Context: an optimization exercise on an open-source flow, tuned for small area. The choices shown serve that exercise and are no tape-out recipe.
Only the layout flow was run in this run; the RTL was not checked for function there.
Power is estimated from default activity; no workload was simulated.

==> design/flow/design.v <==
module rgb_to_ycbcr_444(
  input wire in_reset,
  input wire in_clock,
  input wire [7:0] in_r,
  input wire [7:0] in_g,
  input wire [7:0] in_b,
  output reg [7:0] out_y,
  output reg [7:0] out_cb,
  output reg [7:0] out_cr
  );
  wire n0 = in_g[0] & in_b[0];
  wire n1, n2;
  fa_cell u_n1 (.a(in_r[0]), .b(in_g[1]), .c(in_b[1]), .s(n1), .co(n2));
  wire n3 = n0 & n1;
  wire n4, n5;
  fa_cell u_n4 (.a(in_r[1]), .b(in_g[2]), .c(in_b[2]), .s(n4), .co(n5));
  wire n6 = (n2 & n4) | (n2 & n3) | (n4 & n3);
  wire n7, n8;
  fa_cell u_n7 (.a(in_r[2]), .b(in_g[3]), .c(in_b[3]), .s(n7), .co(n8));
  wire n9, n10;
  fa_cell u_n9 (.a(in_b[0]), .b(n5), .c(n7), .s(n9), .co(n10));
  wire n11 = n9 & n6;
  wire n12, n13;
  fa_cell u_n12 (.a(in_r[3]), .b(in_g[4]), .c(in_b[4]), .s(n12), .co(n13));
  wire n14, n15;
  fa_cell u_n14 (.a(in_b[1]), .b(in_b[0]), .c(n8), .s(n14), .co(n15));
  wire n16, n17;
  fa_cell u_n16 (.a(n12), .b(n10), .c(n14), .s(n16), .co(n17));
  wire n18 = n11 & n16;
  wire n19, n20;
  fa_cell u_n19 (.a(in_r[4]), .b(in_g[5]), .c(in_b[5]), .s(n19), .co(n20));
  wire n21, n22;
  fa_cell u_n21 (.a(in_b[2]), .b(in_b[1]), .c(n13), .s(n21), .co(n22));
  wire n23, n24;
  fa_cell u_n23 (.a(n19), .b(n15), .c(n21), .s(n23), .co(n24));
  wire n25 = (n17 & n23) | (n17 & n18) | (n23 & n18);
  wire n26, n27;
  fa_cell u_n26 (.a(in_r[5]), .b(in_r[0]), .c(in_g[6]), .s(n26), .co(n27));
  wire n28, n29;
  fa_cell u_n28 (.a(in_b[6]), .b(in_b[3]), .c(in_b[2]), .s(n28), .co(n29));
  wire n30, n31;
  fa_cell u_n30 (.a(n20), .b(n26), .c(n28), .s(n30), .co(n31));
  wire n32, n33;
  fa_cell u_n32 (.a(n22), .b(n30), .c(n24), .s(n32), .co(n33));
  wire n34 = n32 & n25;
  wire n35, n36;
  fa_cell u_n35 (.a(in_r[6]), .b(in_r[1]), .c(in_g[7]), .s(n35), .co(n36));
  wire n37, n38;
  fa_cell u_n37 (.a(in_g[0]), .b(in_b[7]), .c(in_b[4]), .s(n37), .co(n38));
  wire n39, n40;
  fa_cell u_n39 (.a(in_b[3]), .b(n27), .c(n29), .s(n39), .co(n40));
  wire n41, n42;
  fa_cell u_n41 (.a(n35), .b(n37), .c(n31), .s(n41), .co(n42));
  wire n43, n44;
  fa_cell u_n43 (.a(n39), .b(n41), .c(n33), .s(n43), .co(n44));
  wire n45 = n34 & n43;
  wire n46, n47;
  fa_cell u_n46 (.a(in_r[7]), .b(in_r[2]), .c(in_g[1]), .s(n46), .co(n47));
  wire n48, n49;
  fa_cell u_n48 (.a(in_b[5]), .b(in_b[4]), .c(n36), .s(n48), .co(n49));
  wire n50, n51;
  fa_cell u_n50 (.a(n38), .b(n46), .c(n40), .s(n50), .co(n51));
  wire n52, n53;
  fa_cell u_n52 (.a(n48), .b(n42), .c(n50), .s(n52), .co(n53));
  wire n54, n55;
  fa_cell u_n54 (.a(n52), .b(n44), .c(n45), .s(n54), .co(n55));
  wire n56, n57;
  fa_cell u_n56 (.a(in_r[3]), .b(in_g[2]), .c(in_b[6]), .s(n56), .co(n57));
  wire n58, n59;
  fa_cell u_n58 (.a(in_b[5]), .b(n47), .c(n56), .s(n58), .co(n59));
  wire n60, n61;
  fa_cell u_n60 (.a(n49), .b(n58), .c(n51), .s(n60), .co(n61));
  wire n62, n63;
  fa_cell u_n62 (.a(n53), .b(n60), .c(n55), .s(n62), .co(n63));
  wire n64, n65;
  fa_cell u_n64 (.a(in_r[4]), .b(in_g[3]), .c(in_b[7]), .s(n64), .co(n65));
  wire n66, n67;
  fa_cell u_n66 (.a(in_b[6]), .b(n57), .c(n64), .s(n66), .co(n67));
  wire n68, n69;
  fa_cell u_n68 (.a(n59), .b(n66), .c(n61), .s(n68), .co(n69));
  wire n70, n71;
  fa_cell u_n70 (.a(in_r[5]), .b(in_g[4]), .c(in_b[7]), .s(n70), .co(n71));
  wire n72, n73;
  fa_cell u_n72 (.a(n65), .b(n70), .c(n67), .s(n72), .co(n73));
  wire n74;
  xor_cell u_n74 (.a(in_r[6]), .b(in_g[5]), .y(n74));
  wire n75 = in_r[6] | in_g[5];
  wire n76;
  xor_cell u_n76 (.a(n74), .b(n71), .y(n76));
  wire n77 = ~n74 & n71;
  wire n78, n79;
  fa_cell u_n78 (.a(in_r[7]), .b(in_g[6]), .c(n75), .s(n78), .co(n79));
  wire n80 = n68 & n63;
  wire n81 = n68 | n63;
  wire n82;
  xor_cell u_n82 (.a(n68), .b(n63), .y(n82));
  wire n83 = n72 & n69;
  wire n84 = n72 | n69;
  wire n85;
  xor_cell u_n85 (.a(n72), .b(n69), .y(n85));
  wire n86 = ~n76 & n73;
  wire n87 = ~n76 | n73;
  wire n88;
  xor_cell u_n88 (.a(n76), .b(n73), .y(n88));
  wire n89 = n77 & n78;
  wire n90 = n77 | n78;
  wire n91;
  xor_cell u_n91 (.a(n77), .b(n78), .y(n91));
  wire n92 = in_g[7] & n79;
  wire n93 = in_g[7] | n79;
  wire n94;
  xor_cell u_n94 (.a(in_g[7]), .b(n79), .y(n94));
  wire n95 = n83 | (n84 & n80);
  wire n96 = n84 & n81;
  wire n97 = n89 | (n90 & n86);
  wire n98 = n90 & n87;
  wire n99 = 1'b0 | (1'b0 & n92);
  wire n100 = 1'b0 & n93;
  wire n101 = n86 | (n87 & n95);
  wire n102 = n87 & n96;
  wire n103 = n97 | (n98 & n95);
  wire n104 = n98 & n96;
  wire n105 = n92 | (n93 & n103);
  wire n106 = n93 & n104;
  wire n107 = n99 | (n100 & n103);
  wire n108 = n100 & n104;
  wire n109 = n80;
  wire n110;
  xor_cell u_n110 (.a(n85), .b(n109), .y(n110));
  wire n111 = n95;
  wire n112;
  xor_cell u_n112 (.a(n88), .b(n111), .y(n112));
  wire n113 = n101;
  wire n114;
  xor_cell u_n114 (.a(n91), .b(n113), .y(n114));
  wire n115 = n103;
  wire n116;
  xor_cell u_n116 (.a(n94), .b(n115), .y(n116));
  wire n117 = n105;
  wire n118;
  xor_cell u_n118 (.a(in_b[0]), .b(in_g[0]), .y(n118));
  wire n119 = ~in_b[0] & in_g[0];
  wire n120, n121;
  fa_cell u_n120 (.a(~in_b[1]), .b(in_g[1]), .c(n119), .s(n120), .co(n121));
  wire n122 = in_b[2] & ~in_g[2];
  wire n123 = in_b[2] | ~in_g[2];
  wire n124;
  xor_cell u_n124 (.a(in_b[2]), .b(in_g[2]), .y(n124));
  wire n125 = in_b[3] & ~in_g[3];
  wire n126 = in_b[3] | ~in_g[3];
  wire n127;
  xor_cell u_n127 (.a(in_b[3]), .b(in_g[3]), .y(n127));
  wire n128 = in_b[4] & ~in_g[4];
  wire n129 = in_b[4] | ~in_g[4];
  wire n130;
  xor_cell u_n130 (.a(in_b[4]), .b(in_g[4]), .y(n130));
  wire n131 = in_b[5] & ~in_g[5];
  wire n132 = in_b[5] | ~in_g[5];
  wire n133;
  xor_cell u_n133 (.a(in_b[5]), .b(in_g[5]), .y(n133));
  wire n134 = in_b[6] & ~in_g[6];
  wire n135 = in_b[6] | ~in_g[6];
  wire n136;
  xor_cell u_n136 (.a(in_b[6]), .b(in_g[6]), .y(n136));
  wire n137 = in_b[7] & ~in_g[7];
  wire n138 = in_b[7] | ~in_g[7];
  wire n139;
  xor_cell u_n139 (.a(in_b[7]), .b(in_g[7]), .y(n139));
  wire n140 = n122 | (n123 & ~n121);
  wire n141 = n125 | (n126 & n140);
  wire n142 = n126 & n123;
  wire n143 = n131 | (n132 & n128);
  wire n144 = n132 & n129;
  wire n145 = n137 | (n138 & n134);
  wire n146 = n138 & n135;
  wire n147 = n128 | (n129 & n141);
  wire n148 = n129 & n142;
  wire n149 = n143 | (n144 & n141);
  wire n150 = n144 & n142;
  wire n151 = n134 | (n135 & n149);
  wire n152 = n135 & n150;
  wire n153 = n145 | (n146 & n149);
  wire n154 = n146 & n150;
  wire n155;
  xor_cell u_n155 (.a(n124), .b(n121), .y(n155));
  wire n156 = n140;
  wire n157;
  xor_cell u_n157 (.a(n127), .b(n156), .y(n157));
  wire n158 = n141;
  wire n159;
  xor_cell u_n159 (.a(n130), .b(n158), .y(n159));
  wire n160 = n147;
  wire n161;
  xor_cell u_n161 (.a(n133), .b(n160), .y(n161));
  wire n162 = n149;
  wire n163;
  xor_cell u_n163 (.a(n136), .b(n162), .y(n163));
  wire n164 = n151;
  wire n165;
  xor_cell u_n165 (.a(n139), .b(n164), .y(n165));
  wire n166 = n153;
  wire n167;
  xor_cell u_n167 (.a(in_r[0]), .b(in_g[0]), .y(n167));
  wire n168 = ~in_r[0] & in_g[0];
  wire n169, n170;
  fa_cell u_n169 (.a(~in_r[1]), .b(in_g[1]), .c(n168), .s(n169), .co(n170));
  wire n171 = in_r[2] & ~in_g[2];
  wire n172 = in_r[2] | ~in_g[2];
  wire n173;
  xor_cell u_n173 (.a(in_r[2]), .b(in_g[2]), .y(n173));
  wire n174 = in_r[3] & ~in_g[3];
  wire n175 = in_r[3] | ~in_g[3];
  wire n176;
  xor_cell u_n176 (.a(in_r[3]), .b(in_g[3]), .y(n176));
  wire n177 = in_r[4] & ~in_g[4];
  wire n178 = in_r[4] | ~in_g[4];
  wire n179;
  xor_cell u_n179 (.a(in_r[4]), .b(in_g[4]), .y(n179));
  wire n180 = in_r[5] & ~in_g[5];
  wire n181 = in_r[5] | ~in_g[5];
  wire n182;
  xor_cell u_n182 (.a(in_r[5]), .b(in_g[5]), .y(n182));
  wire n183 = in_r[6] & ~in_g[6];
  wire n184 = in_r[6] | ~in_g[6];
  wire n185;
  xor_cell u_n185 (.a(in_r[6]), .b(in_g[6]), .y(n185));
  wire n186 = in_r[7] & ~in_g[7];
  wire n187 = in_r[7] | ~in_g[7];
  wire n188;
  xor_cell u_n188 (.a(in_r[7]), .b(in_g[7]), .y(n188));
  wire n189 = n171 | (n172 & ~n170);
  wire n190 = n174 | (n175 & n189);
  wire n191 = n175 & n172;
  wire n192 = n180 | (n181 & n177);
  wire n193 = n181 & n178;
  wire n194 = n186 | (n187 & n183);
  wire n195 = n187 & n184;
  wire n196 = n177 | (n178 & n190);
  wire n197 = n178 & n191;
  wire n198 = n192 | (n193 & n190);
  wire n199 = n193 & n191;
  wire n200 = n183 | (n184 & n198);
  wire n201 = n184 & n199;
  wire n202 = n194 | (n195 & n198);
  wire n203 = n195 & n199;
  wire n204;
  xor_cell u_n204 (.a(n173), .b(n170), .y(n204));
  wire n205 = n189;
  wire n206;
  xor_cell u_n206 (.a(n176), .b(n205), .y(n206));
  wire n207 = n190;
  wire n208;
  xor_cell u_n208 (.a(n179), .b(n207), .y(n208));
  wire n209 = n196;
  wire n210;
  xor_cell u_n210 (.a(n182), .b(n209), .y(n210));
  wire n211 = n198;
  wire n212;
  xor_cell u_n212 (.a(n185), .b(n211), .y(n212));
  wire n213 = n200;
  wire n214;
  xor_cell u_n214 (.a(n188), .b(n213), .y(n214));
  wire n215 = n202;
  wire n216;
  xor_cell u_n216 (.a(n167), .b(n204), .y(n216));
  wire n217 = n167 & ~n204;
  wire n218;
  xor_cell u_n218 (.a(n118), .b(n169), .y(n218));
  wire n219 = n118 & ~n169;
  wire n220, n221;
  fa_cell u_n220 (.a(~n218), .b(n217), .c(n206), .s(n220), .co(n221));
  wire n222, n223;
  ha_cell u_n222 (.a(n167), .b(n204), .s(n222), .co(n223));
  wire n224, n225;
  fa_cell u_n224 (.a(n219), .b(n222), .c(n208), .s(n224), .co(n225));
  wire n226;
  xor_cell u_n226 (.a(n120), .b(n221), .y(n226));
  wire n227 = n120 & ~n221;
  wire n228, n229;
  fa_cell u_n228 (.a(~n169), .b(n155), .c(n223), .s(n228), .co(n229));
  wire n230, n231;
  fa_cell u_n230 (.a(n228), .b(n210), .c(n225), .s(n230), .co(n231));
  wire n232, n233;
  ha_cell u_n232 (.a(n206), .b(n227), .s(n232), .co(n233));
  wire n234, n235;
  fa_cell u_n234 (.a(n118), .b(n157), .c(n208), .s(n234), .co(n235));
  wire n236, n237;
  fa_cell u_n236 (.a(n204), .b(n229), .c(n212), .s(n236), .co(n237));
  wire n238, n239;
  fa_cell u_n238 (.a(n234), .b(n233), .c(~n236), .s(n238), .co(n239));
  wire n240, n241;
  fa_cell u_n240 (.a(n206), .b(n159), .c(n210), .s(n240), .co(n241));
  wire n242, n243;
  fa_cell u_n242 (.a(n120), .b(n214), .c(n237), .s(n242), .co(n243));
  wire n244, n245;
  fa_cell u_n244 (.a(n235), .b(n240), .c(n239), .s(n244), .co(n245));
  wire n246;
  xor_cell u_n246 (.a(n155), .b(n208), .y(n246));
  wire n247 = n155 | n208;
  wire n248, n249;
  fa_cell u_n248 (.a(n161), .b(n215), .c(n212), .s(n248), .co(n249));
  wire n250, n251;
  fa_cell u_n250 (.a(~n246), .b(n241), .c(n248), .s(n250), .co(n251));
  wire n252;
  xor_cell u_n252 (.a(n243), .b(n250), .y(n252));
  wire n253 = ~n243 & n250;
  wire n254;
  xor_cell u_n254 (.a(n157), .b(n247), .y(n254));
  wire n255 = n157 & ~n247;
  wire n256, n257;
  fa_cell u_n256 (.a(n163), .b(n210), .c(n254), .s(n256), .co(n257));
  wire n258, n259;
  fa_cell u_n258 (.a(n214), .b(n249), .c(n256), .s(n258), .co(n259));
  wire n260, n261;
  fa_cell u_n260 (.a(n251), .b(n258), .c(n253), .s(n260), .co(n261));
  wire n262, n263;
  fa_cell u_n262 (.a(n159), .b(n215), .c(n255), .s(n262), .co(n263));
  wire n264, n265;
  fa_cell u_n264 (.a(n212), .b(n165), .c(n257), .s(n264), .co(n265));
  wire n266, n267;
  fa_cell u_n266 (.a(~n262), .b(n259), .c(n264), .s(n266), .co(n267));
  wire n268, n269;
  fa_cell u_n268 (.a(n166), .b(n161), .c(n263), .s(n268), .co(n269));
  wire n270, n271;
  fa_cell u_n270 (.a(n214), .b(n265), .c(~n268), .s(n270), .co(n271));
  wire n272, n273;
  fa_cell u_n272 (.a(n163), .b(n215), .c(n269), .s(n272), .co(n273));
  wire n274, n275;
  ha_cell u_n274 (.a(n165), .b(n273), .s(n274), .co(n275));
  wire n276;
  xor_cell u_n276 (.a(n166), .b(n275), .y(n276));
  wire n277 = ~n226 & ~n224;
  wire n278 = ~n226 | ~n224;
  wire n279 = n232 & ~n230;
  wire n280 = n232 | ~n230;
  wire n281 = ~n231 & n238;
  wire n282 = ~n231 | n238;
  wire n283 = ~n242 & n244;
  wire n284 = ~n242 | n244;
  wire n285;
  xor_cell u_n285 (.a(n242), .b(n244), .y(n285));
  wire n286 = ~n252 & n245;
  wire n287 = ~n252 | n245;
  wire n288;
  xor_cell u_n288 (.a(n252), .b(n245), .y(n288));
  wire n289 = n261 & n266;
  wire n290 = n261 | n266;
  wire n291;
  xor_cell u_n291 (.a(n261), .b(n266), .y(n291));
  wire n292 = n267 & n270;
  wire n293 = n267 | n270;
  wire n294;
  xor_cell u_n294 (.a(n267), .b(n270), .y(n294));
  wire n295 = n271 & ~n272;
  wire n296 = n271 | ~n272;
  wire n297;
  xor_cell u_n297 (.a(n271), .b(n272), .y(n297));
  wire n298 = 1'b0 | (~n220 & 1'b0);
  wire n299 = ~n220 & n216;
  wire n300 = n279 | (n280 & n277);
  wire n301 = n280 & n278;
  wire n302 = n283 | (n284 & n281);
  wire n303 = n284 & n282;
  wire n304 = 1'b0 | (n260 & n286);
  wire n305 = n260 & n287;
  wire n306 = n292 | (n293 & n289);
  wire n307 = n293 & n290;
  wire n308 = 1'b0 | (~n274 & n295);
  wire n309 = ~n274 & n296;
  wire n310 = n277 | (n278 & n298);
  wire n311 = n278 & n299;
  wire n312 = n300 | (n301 & n298);
  wire n313 = n301 & n299;
  wire n314 = n286 | (n287 & n302);
  wire n315 = n287 & n303;
  wire n316 = n304 | (n305 & n302);
  wire n317 = n305 & n303;
  wire n318 = n295 | (n296 & n306);
  wire n319 = n296 & n307;
  wire n320 = n308 | (n309 & n306);
  wire n321 = n309 & n307;
  wire n322 = n281 | (n282 & n312);
  wire n323 = n282 & n313;
  wire n324 = n302 | (n303 & n312);
  wire n325 = n303 & n313;
  wire n326 = n314 | (n315 & n312);
  wire n327 = n315 & n313;
  wire n328 = n316 | (n317 & n312);
  wire n329 = n317 & n313;
  wire n330 = 1'b0 | (n276 & n320);
  wire n331 = n276 & n321;
  wire n332 = n289 | (n290 & n328);
  wire n333 = n290 & n329;
  wire n334 = n306 | (n307 & n328);
  wire n335 = n307 & n329;
  wire n336 = n318 | (n319 & n328);
  wire n337 = n319 & n329;
  wire n338 = n320 | (n321 & n328);
  wire n339 = n321 & n329;
  wire n340 = n330 | (n331 & n328);
  wire n341 = n331 & n329;
  wire n342 = n322;
  wire n343;
  xor_cell u_n343 (.a(n285), .b(n342), .y(n343));
  wire n344 = n324;
  wire n345;
  xor_cell u_n345 (.a(n288), .b(n344), .y(n345));
  wire n346 = n326;
  wire n347;
  xor_cell u_n347 (.a(n260), .b(n346), .y(n347));
  wire n348 = n328;
  wire n349;
  xor_cell u_n349 (.a(n291), .b(n348), .y(n349));
  wire n350 = n332;
  wire n351;
  xor_cell u_n351 (.a(n294), .b(n350), .y(n351));
  wire n352 = n334;
  wire n353;
  xor_cell u_n353 (.a(n297), .b(n352), .y(n353));
  wire n354 = n336;
  wire n355;
  xor_cell u_n355 (.a(n274), .b(n354), .y(n355));
  wire n356 = n338;
  wire n357;
  xor_cell u_n357 (.a(n276), .b(n356), .y(n357));
  wire n358 = ~n118 & n120;
  wire n359;
  xor_cell u_n359 (.a(n167), .b(n118), .y(n359));
  wire n360 = n167 | n118;
  wire n361;
  xor_cell u_n361 (.a(n360), .b(n169), .y(n361));
  wire n362 = n360 & ~n169;
  wire n363, n364;
  ha_cell u_n363 (.a(n120), .b(n361), .s(n363), .co(n364));
  wire n365, n366;
  fa_cell u_n365 (.a(n204), .b(n155), .c(n362), .s(n365), .co(n366));
  wire n367;
  xor_cell u_n367 (.a(n364), .b(n365), .y(n367));
  wire n368 = n364 & ~n365;
  wire n369, n370;
  fa_cell u_n369 (.a(n167), .b(n206), .c(n157), .s(n369), .co(n370));
  wire n371, n372;
  fa_cell u_n371 (.a(n368), .b(n163), .c(n369), .s(n371), .co(n372));
  wire n373, n374;
  fa_cell u_n373 (.a(n208), .b(n159), .c(n370), .s(n373), .co(n374));
  wire n375, n376;
  fa_cell u_n375 (.a(n165), .b(n372), .c(n373), .s(n375), .co(n376));
  wire n377;
  xor_cell u_n377 (.a(n204), .b(n210), .y(n377));
  wire n378 = n204 | n210;
  wire n379, n380;
  fa_cell u_n379 (.a(n166), .b(~n161), .c(n377), .s(n379), .co(n380));
  wire n381, n382;
  fa_cell u_n381 (.a(n374), .b(~n379), .c(n376), .s(n381), .co(n382));
  wire n383;
  xor_cell u_n383 (.a(n206), .b(n212), .y(n383));
  wire n384 = n206 & ~n212;
  wire n385, n386;
  fa_cell u_n385 (.a(n163), .b(n378), .c(n383), .s(n385), .co(n386));
  wire n387;
  xor_cell u_n387 (.a(n380), .b(n385), .y(n387));
  wire n388 = ~n380 & n385;
  wire n389, n390;
  ha_cell u_n389 (.a(n208), .b(n384), .s(n389), .co(n390));
  wire n391, n392;
  fa_cell u_n391 (.a(n214), .b(n165), .c(n386), .s(n391), .co(n392));
  wire n393, n394;
  fa_cell u_n393 (.a(~n389), .b(n388), .c(n391), .s(n393), .co(n394));
  wire n395, n396;
  ha_cell u_n395 (.a(n215), .b(n210), .s(n395), .co(n396));
  wire n397, n398;
  fa_cell u_n397 (.a(n166), .b(n395), .c(n390), .s(n397), .co(n398));
  wire n399;
  xor_cell u_n399 (.a(n397), .b(n392), .y(n399));
  wire n400 = ~n397 & n392;
  wire n401, n402;
  fa_cell u_n401 (.a(n212), .b(n396), .c(n398), .s(n401), .co(n402));
  wire n403, n404;
  ha_cell u_n403 (.a(n214), .b(n402), .s(n403), .co(n404));
  wire n405;
  xor_cell u_n405 (.a(n215), .b(n404), .y(n405));
  wire n406 = ~n155 & n358;
  wire n407 = ~n155 | n358;
  wire n408 = n359 & n157;
  wire n409 = n359 | n157;
  wire n410 = n363 & n159;
  wire n411 = n363 | n159;
  wire n412 = n161 & ~n367;
  wire n413 = n161 | ~n367;
  wire n414 = ~n366 & n371;
  wire n415 = ~n366 | n371;
  wire n416 = ~n169 & n375;
  wire n417 = ~n169 | n375;
  wire n418;
  xor_cell u_n418 (.a(n169), .b(n375), .y(n418));
  wire n419 = ~n387 & n382;
  wire n420 = ~n387 | n382;
  wire n421;
  xor_cell u_n421 (.a(n387), .b(n382), .y(n421));
  wire n422 = ~n399 & n394;
  wire n423 = ~n399 | n394;
  wire n424;
  xor_cell u_n424 (.a(n399), .b(n394), .y(n424));
  wire n425 = n400 & ~n401;
  wire n426 = n400 | ~n401;
  wire n427;
  xor_cell u_n427 (.a(n400), .b(n401), .y(n427));
  wire n428 = n408 | (n409 & n406);
  wire n429 = n409 & n407;
  wire n430 = n412 | (n413 & n410);
  wire n431 = n413 & n411;
  wire n432 = n416 | (n417 & n414);
  wire n433 = n417 & n415;
  wire n434 = n419 | (n420 & 1'b0);
  wire n435 = n420 & n381;
  wire n436 = n422 | (n423 & 1'b0);
  wire n437 = n423 & n393;
  wire n438 = 1'b0 | (~n403 & n425);
  wire n439 = ~n403 & n426;
  wire n440 = n410 | (n411 & n428);
  wire n441 = n411 & n429;
  wire n442 = n430 | (n431 & n428);
  wire n443 = n431 & n429;
  wire n444 = 1'b0 | (n381 & n432);
  wire n445 = n381 & n433;
  wire n446 = n434 | (n435 & n432);
  wire n447 = n435 & n433;
  wire n448 = n425 | (n426 & n436);
  wire n449 = n426 & n437;
  wire n450 = n438 | (n439 & n436);
  wire n451 = n439 & n437;
  wire n452 = n414 | (n415 & n442);
  wire n453 = n415 & n443;
  wire n454 = n432 | (n433 & n442);
  wire n455 = n433 & n443;
  wire n456 = n444 | (n445 & n442);
  wire n457 = n445 & n443;
  wire n458 = n446 | (n447 & n442);
  wire n459 = n447 & n443;
  wire n460 = 1'b0 | (n405 & n450);
  wire n461 = n405 & n451;
  wire n462 = 1'b0 | (n393 & n458);
  wire n463 = n393 & n459;
  wire n464 = n436 | (n437 & n458);
  wire n465 = n437 & n459;
  wire n466 = n448 | (n449 & n458);
  wire n467 = n449 & n459;
  wire n468 = n450 | (n451 & n458);
  wire n469 = n451 & n459;
  wire n470 = n460 | (n461 & n458);
  wire n471 = n461 & n459;
  wire n472 = n452;
  wire n473;
  xor_cell u_n473 (.a(n418), .b(n472), .y(n473));
  wire n474 = n454;
  wire n475;
  xor_cell u_n475 (.a(n381), .b(n474), .y(n475));
  wire n476 = n456;
  wire n477;
  xor_cell u_n477 (.a(n421), .b(n476), .y(n477));
  wire n478 = n458;
  wire n479;
  xor_cell u_n479 (.a(n393), .b(n478), .y(n479));
  wire n480 = n462;
  wire n481;
  xor_cell u_n481 (.a(n424), .b(n480), .y(n481));
  wire n482 = n464;
  wire n483;
  xor_cell u_n483 (.a(n427), .b(n482), .y(n483));
  wire n484 = n466;
  wire n485;
  xor_cell u_n485 (.a(n403), .b(n484), .y(n485));
  wire n486 = n468;
  wire n487;
  xor_cell u_n487 (.a(n405), .b(n486), .y(n487));
  wire [7:0] y_d = {n117, n116, n114, ~n112, n110, n82, n62, n54};
  wire [7:0] cb_d = {n357, ~n355, ~n353, n351, n349, n347, ~n345, ~n343};
  wire [7:0] cr_d = {n487, ~n485, ~n483, ~n481, n479, ~n477, n475, ~n473};
  always @(posedge in_clock) begin
    if (in_reset) begin
      out_y <= 8'd0;
      out_cb <= 8'd0;
      out_cr <= 8'd0;
    end else begin
      out_y <= y_d;
      out_cb <= cb_d;
      out_cr <= cr_d;
    end
  end
endmodule
module fa_cell(input wire a, input wire b, input wire c, output wire s, output wire co);
  assign s = a ^ b ^ c;
  assign co = (a & b) | (a & c) | (b & c);
endmodule
module ha_cell(input wire a, input wire b, output wire s, output wire co);
  assign s = a ^ b;
  assign co = a & b;
endmodule
module xor_cell(input wire a, input wire b, output wire y);
  assign y = a ^ b;
endmodule
==> design/flow/flow/run.sh <==
#!/bin/bash
export BUFFER_PORTS_ARGS="-buffer_cell sky130_fd_sc_hd__buf_1"
bash standard.sh > standard.log 2>&1
==> design/flow/standard.sh <==
#!/bin/bash
# synth_recipe.tcl (not shown) runs the flow's synth.tcl, then flattens the netlist and writes it again
# the make line also repeats each setting of config.mk as NAME=value (left out here)
make -C /OpenROAD-flow-scripts/flow DESIGN_CONFIG=/design/flow/config.mk WORK_HOME=/design/flow/orfs CLKGATE_MAP_FILE= SYNTH_SCRIPT=/design/flow/synth_recipe.tcl "${@:-finish}"
==> design/flow/config.mk <==
export PLATFORM = sky130hd
export DESIGN_NAME = rgb_to_ycbcr_444
export DESIGN_NICKNAME = rgb_to_ycbcr_444
export VERILOG_FILES = /design/flow/design.v
export SDC_FILE = /design/flow/constraint.sdc
export NUM_CORES = 4
export LEC_CHECK = 0
export CAP_MARGIN = 20
export CORE_MARGIN = 2
export CORE_UTILIZATION = 60
export CTS_BUF_LIST = sky130_fd_sc_hd__clkbuf_4 sky130_fd_sc_hd__clkbuf_8
export GPL_TIMING_DRIVEN = 0
export SLEW_MARGIN = 20
export SYNTH_HIERARCHICAL = 1
export SYNTH_MINIMUM_KEEP_SIZE = 0
==> design/flow/constraint.sdc <==
create_clock -name core_clock -period 6.0 [get_ports {in_clock}]
set_input_delay 1.2000 -clock core_clock [delete_from_list [all_inputs] [get_ports {in_clock}]]
set_output_delay 1.2000 -clock core_clock [all_outputs]
set_load 0.01 [all_outputs]
==> metrics.md <==
| Metric | Value |
|---|---|
| Slowest stage cell on the critical path | fa_1 |
| IO Port Bufs | 49 |
| Die area | 6650 sq um |
| FMAX | 171 MHz |
| YS warnings | 7 |
| Dpl cells | 466 |
| DR DRC count | 0 |
| Comb pwr share | 84.0% |
| Total Neg Setup Slack | 0 ns |
| Syn-to-layout area delta | 17.2% |
| Max-Cap Viols | 0 |
| Seq/Total Area, Yosys | 13.3% |
| Yosys top cell by area | fa_1 |
| Post-place setup slack | -0.767 ns |
| Top-area cell type share of the netlist area | 38.3% |
| Setup-failing EPs final | 0 |
| H-tree depth | 1 |
| Final hold violation count | 0 |
| Final WL | 7350 microns |
| Worst IR Drop VDD | 0.440 mV |
| Tcrit/Tclk final | 97.4% |
| Critical path startpoint category | primary input |
| Vias in the first global route | 2648 |
| WHS Endpoint | out_cb[7]$_SDFF_PP0_ |
| Via total after detailed routing | 2515 |
| Synth area leaders | fa_1, xor2_1, dfxtp_1 |
| Slew Viols, Final | 0 |
| Ports | 50 |
| Sequential Power Share | 10.1% |
| Static Leak | 1.83 nW |
| Pin count of the biggest net entering global routing | 15 |
| Hold path cells | 2 |
| Overall routing resource usage | 24.5% |
| Worst Path Arrival | 6.01 ns |
| Mapped Cells | 342 |
| Ant diodes | 0 |
| Worst-path clk slew | 0.09 ns |
| Fin cells | 482 |
| #FFs+latches synth | 24 |
| Sw power | 1.14 mW |
| Power Dens Cells | 589 nW/um^2 |
| Core ar. | 5850 sq um |
| Clock Sinks | 24 |
| Distinct cells, synth | 40 |
| Worst EP required | 6.16 ns |
| TritonRoute pass-1 iters | 4 |
| Syn_area_per_cell | 10.6 sq um |
| Outcome | timing/DRC/antenna clean |
| Slack of the critical path | 0.155 ns |
| Tightest Pin Transition | 0.717 ns |
| Share of layout cells above drive strength 1 | 16.2% |
| First-pass GRT wire length | 12300 microns |
| Syn Nets | 444 |
| Worst-path maximum fanout | 6 |
| Die height | 81.6 microns |
| Total CTS buffers | 3 |
| Grt ovf | 0 |
| Top Family by Delay on Critical Path | adder cells |
| Slew Limit Headroom | 52.1% |
| Drt wl/cell | 15.2 microns |
| RePlAce Congestion | 0.869 |
| Root Buffer | clkbuf_8 |
| Hold Slack | 1.23 ns |
| Crit path cell chain | buf_8 > nor2b_4 > fa_2 > nand2b_4 > a221o_2 > a31oi_2 > o31a_1 > maj3_2 > maj3_2 > fa_1 > fa_1 > nor2b_4 > fa_2 > o21a_1 > nand2_1 > a31oi_1 > a221o_1 > buf_4 > buf_4 > xor2_1 > nor2b_1 |
| Max clock buf depth | 2 |
| Site Rows | 28 |
| DP Wirelength | 6100 microns |
| Net Sw Frac | 45.7% |
| Initial drt markers | 87 |
| Die X | 81.6 microns |
| Internal | 1.35 mW |
| CP Buf/Inv Count | 3 |
| Worst path max stage delay | 0.58 ns |
| Worst Setup End Kind | register |
| CP Class | primary input to register |
| Vias per cell | 5.22 |
| Initial Utilization | 61.7% |
| DRT antenna net count | 0 |
| Final net count | 510 |
| CTS tree | yes |
| Area of the mapped netlist | 3610 sq um |
| Hold Crit Class | primary input to register |
| Final min period | 5.85 ns |
| Worst hold start | in_reset |
| Antenna violations before repair | 0 |
| Power share of the clock group | 5.9% |
[kinds of logic after synthesis]
| family | Yosys count | share of synthesized area (%) |
|---|---|---|
| buf+inv | 30 | 3.12 |
| flops | 24 | 13.3 |
| compound gates | 35 | 6.93 |
| fa+ha+maj | 91 | 45.1 |
| simple gates | 86 | 13.1 |
| xor+xnor | 76 | 18.4 |
[per-layer routing]
layer | routed length [microns] | GRT usage, % | vias up
met1 | 3040 | 29.7 | 1259
li1 | - | - | 1208
met4 | 48 | 3.56 | 0
met3 | 195 | 2.53 | 4
met2 | 4060 | 47.5 | 44
met5 | 0 | 0 | -
[how the worst max path moves through the flow]
stage	start	end	slack (ns)	cells past startpoint
3_3_place_gp	in_r[1]	out_cb[5]$_SDFF_PP0_	-0.72	19
4_1_cts	in_b[1]	out_cb[5]$_SDFF_PP0_	0.005	19
5_1_grt	in_b[1]	out_cb[4]$_SDFF_PP0_	-0.02	20
2_1_floorplan	in_g[0]	out_cb[5]$_SDFF_PP0_	0.01	18
3_5_place_dp	in_r[1]	out_cb[5]$_SDFF_PP0_	-0.77	19
6_report	in_g[0]	out_cb[4]$_SDFF_PP0_	0.15	21
[sequential cells by signal (all words and copies together), names as in the netlist]
| register | cells |
|---|---|
| out_cb | 8 |
| out_cr | 8 |
| out_y | 8 |
[synth_stat cells (all sizes together)]
cell type	number
clkbuf	2
ha	7
dfxtp	24
o21bai	1
nand3	2
a21o	1
a21oi	10
a221o	2
a31oi	3
maj3	15
o2111ai	2
nor3b	1
a22oi	1
inv	28
nand2b	9
o211ai	1
and3	3
nor3	1
xor2	76
and2	4
nand2	13
or2b	1
nor2	15
o21ai	5
or2	7
nor4b	1
nor2b	29
fa	69
o31a	1
o21a	2
o22ai	1
o221ai	2
o211a	2
o21ba	1
[repair_timing]
action                     4_1_cts  5_1_grt
hold buffers                     0        0
buffers inserted                 5        7
pin swaps                        2       13
cloned                           0        0
resized for setup                9       32
setup endpoints to repair        8        7
[cell type report]
cell class	instances	area [sq um]
fill	450	1620
tap	75	93.8
clock buffer	3	41.3
multi-input combinational	288	3170
inverter	28	105
sequential	24	480
clock inverter	1	30.0
buffer	2	7.51
timing repair buffer	61	303
[modules after synthesis (local to each module, per instance)]
| module | cells inside | flops+latches | cell area [sq um] | times used |
|---|---|---|---|---|
| ha_cell | 1 | 0 | 12.5 | 7 |
| rgb_to_ycbcr_444 | 190 | 24 | 1480 | 1 |
| fa_cell | 1 | 0 | 20.0 | 69 |
| xor_cell | 1 | 0 | 8.76 | 76 |
[cells in the final DEF, fill, tap and decap left out, types with 8 or more instances in the layout]
master,n
maj3_2,8
inv_1,28
nand2b_1,8
nor2_1,15
buf_1,39
fa_1,67
nor2b_1,26
xor2_1,68
buf_4,11
nand2_1,13
dfxtp_1,24
[power groups by stage]
stage / registers (mW) / logic [mW] / clock network, mW
floorplan: 0.292 / 1.51 / 0
global placement: 0.256 / 1.86 / 0
detailed placement: 0.259 / 1.91 / 0
CTS: 0.254 / 1.97 / 0.148
global route: 0.262 / 2.35 / 0.153
finish: 0.253 / 2.09 / 0.146
[stage by stage]
stage	total power [mW]	utilization, %	cell area, sq um
floorplan	1.81	-	3610
global placement	2.12	66.4	3890
detailed placement	2.17	66.4	3890
CTS	2.37	69.3	4050
global route	2.77	72.3	4230
finish	2.49	72.3	4230

-- afterwards: timing with drivers on the ports --
How much do the figures lean on ideal ports? The routed layout below was timed once more, with nothing changed but the port constraints. Step 1, drivers: a clkbuf_16 drives in_clock and a buf_2 each remaining input, both assumed. Step 2 also shifts input and output timing later by t, the mid clock arrival at the registers, as if the neighbouring blocks saw the same clock. Slacks: ideal ports / drivers / drivers and shift; pairs: ideal ports / drivers.
t, ns: 0.303
slack for setup (ns): 0.155 / 0.132 / -0.171
hold slack, ns: 1.228 / 1.220 / 1.523
With both steps, setup timing fails in this run, where it was met with ideal ports. The setup slack of this run moves by -0.023 ns with the drivers and by -0.326 ns with both steps.
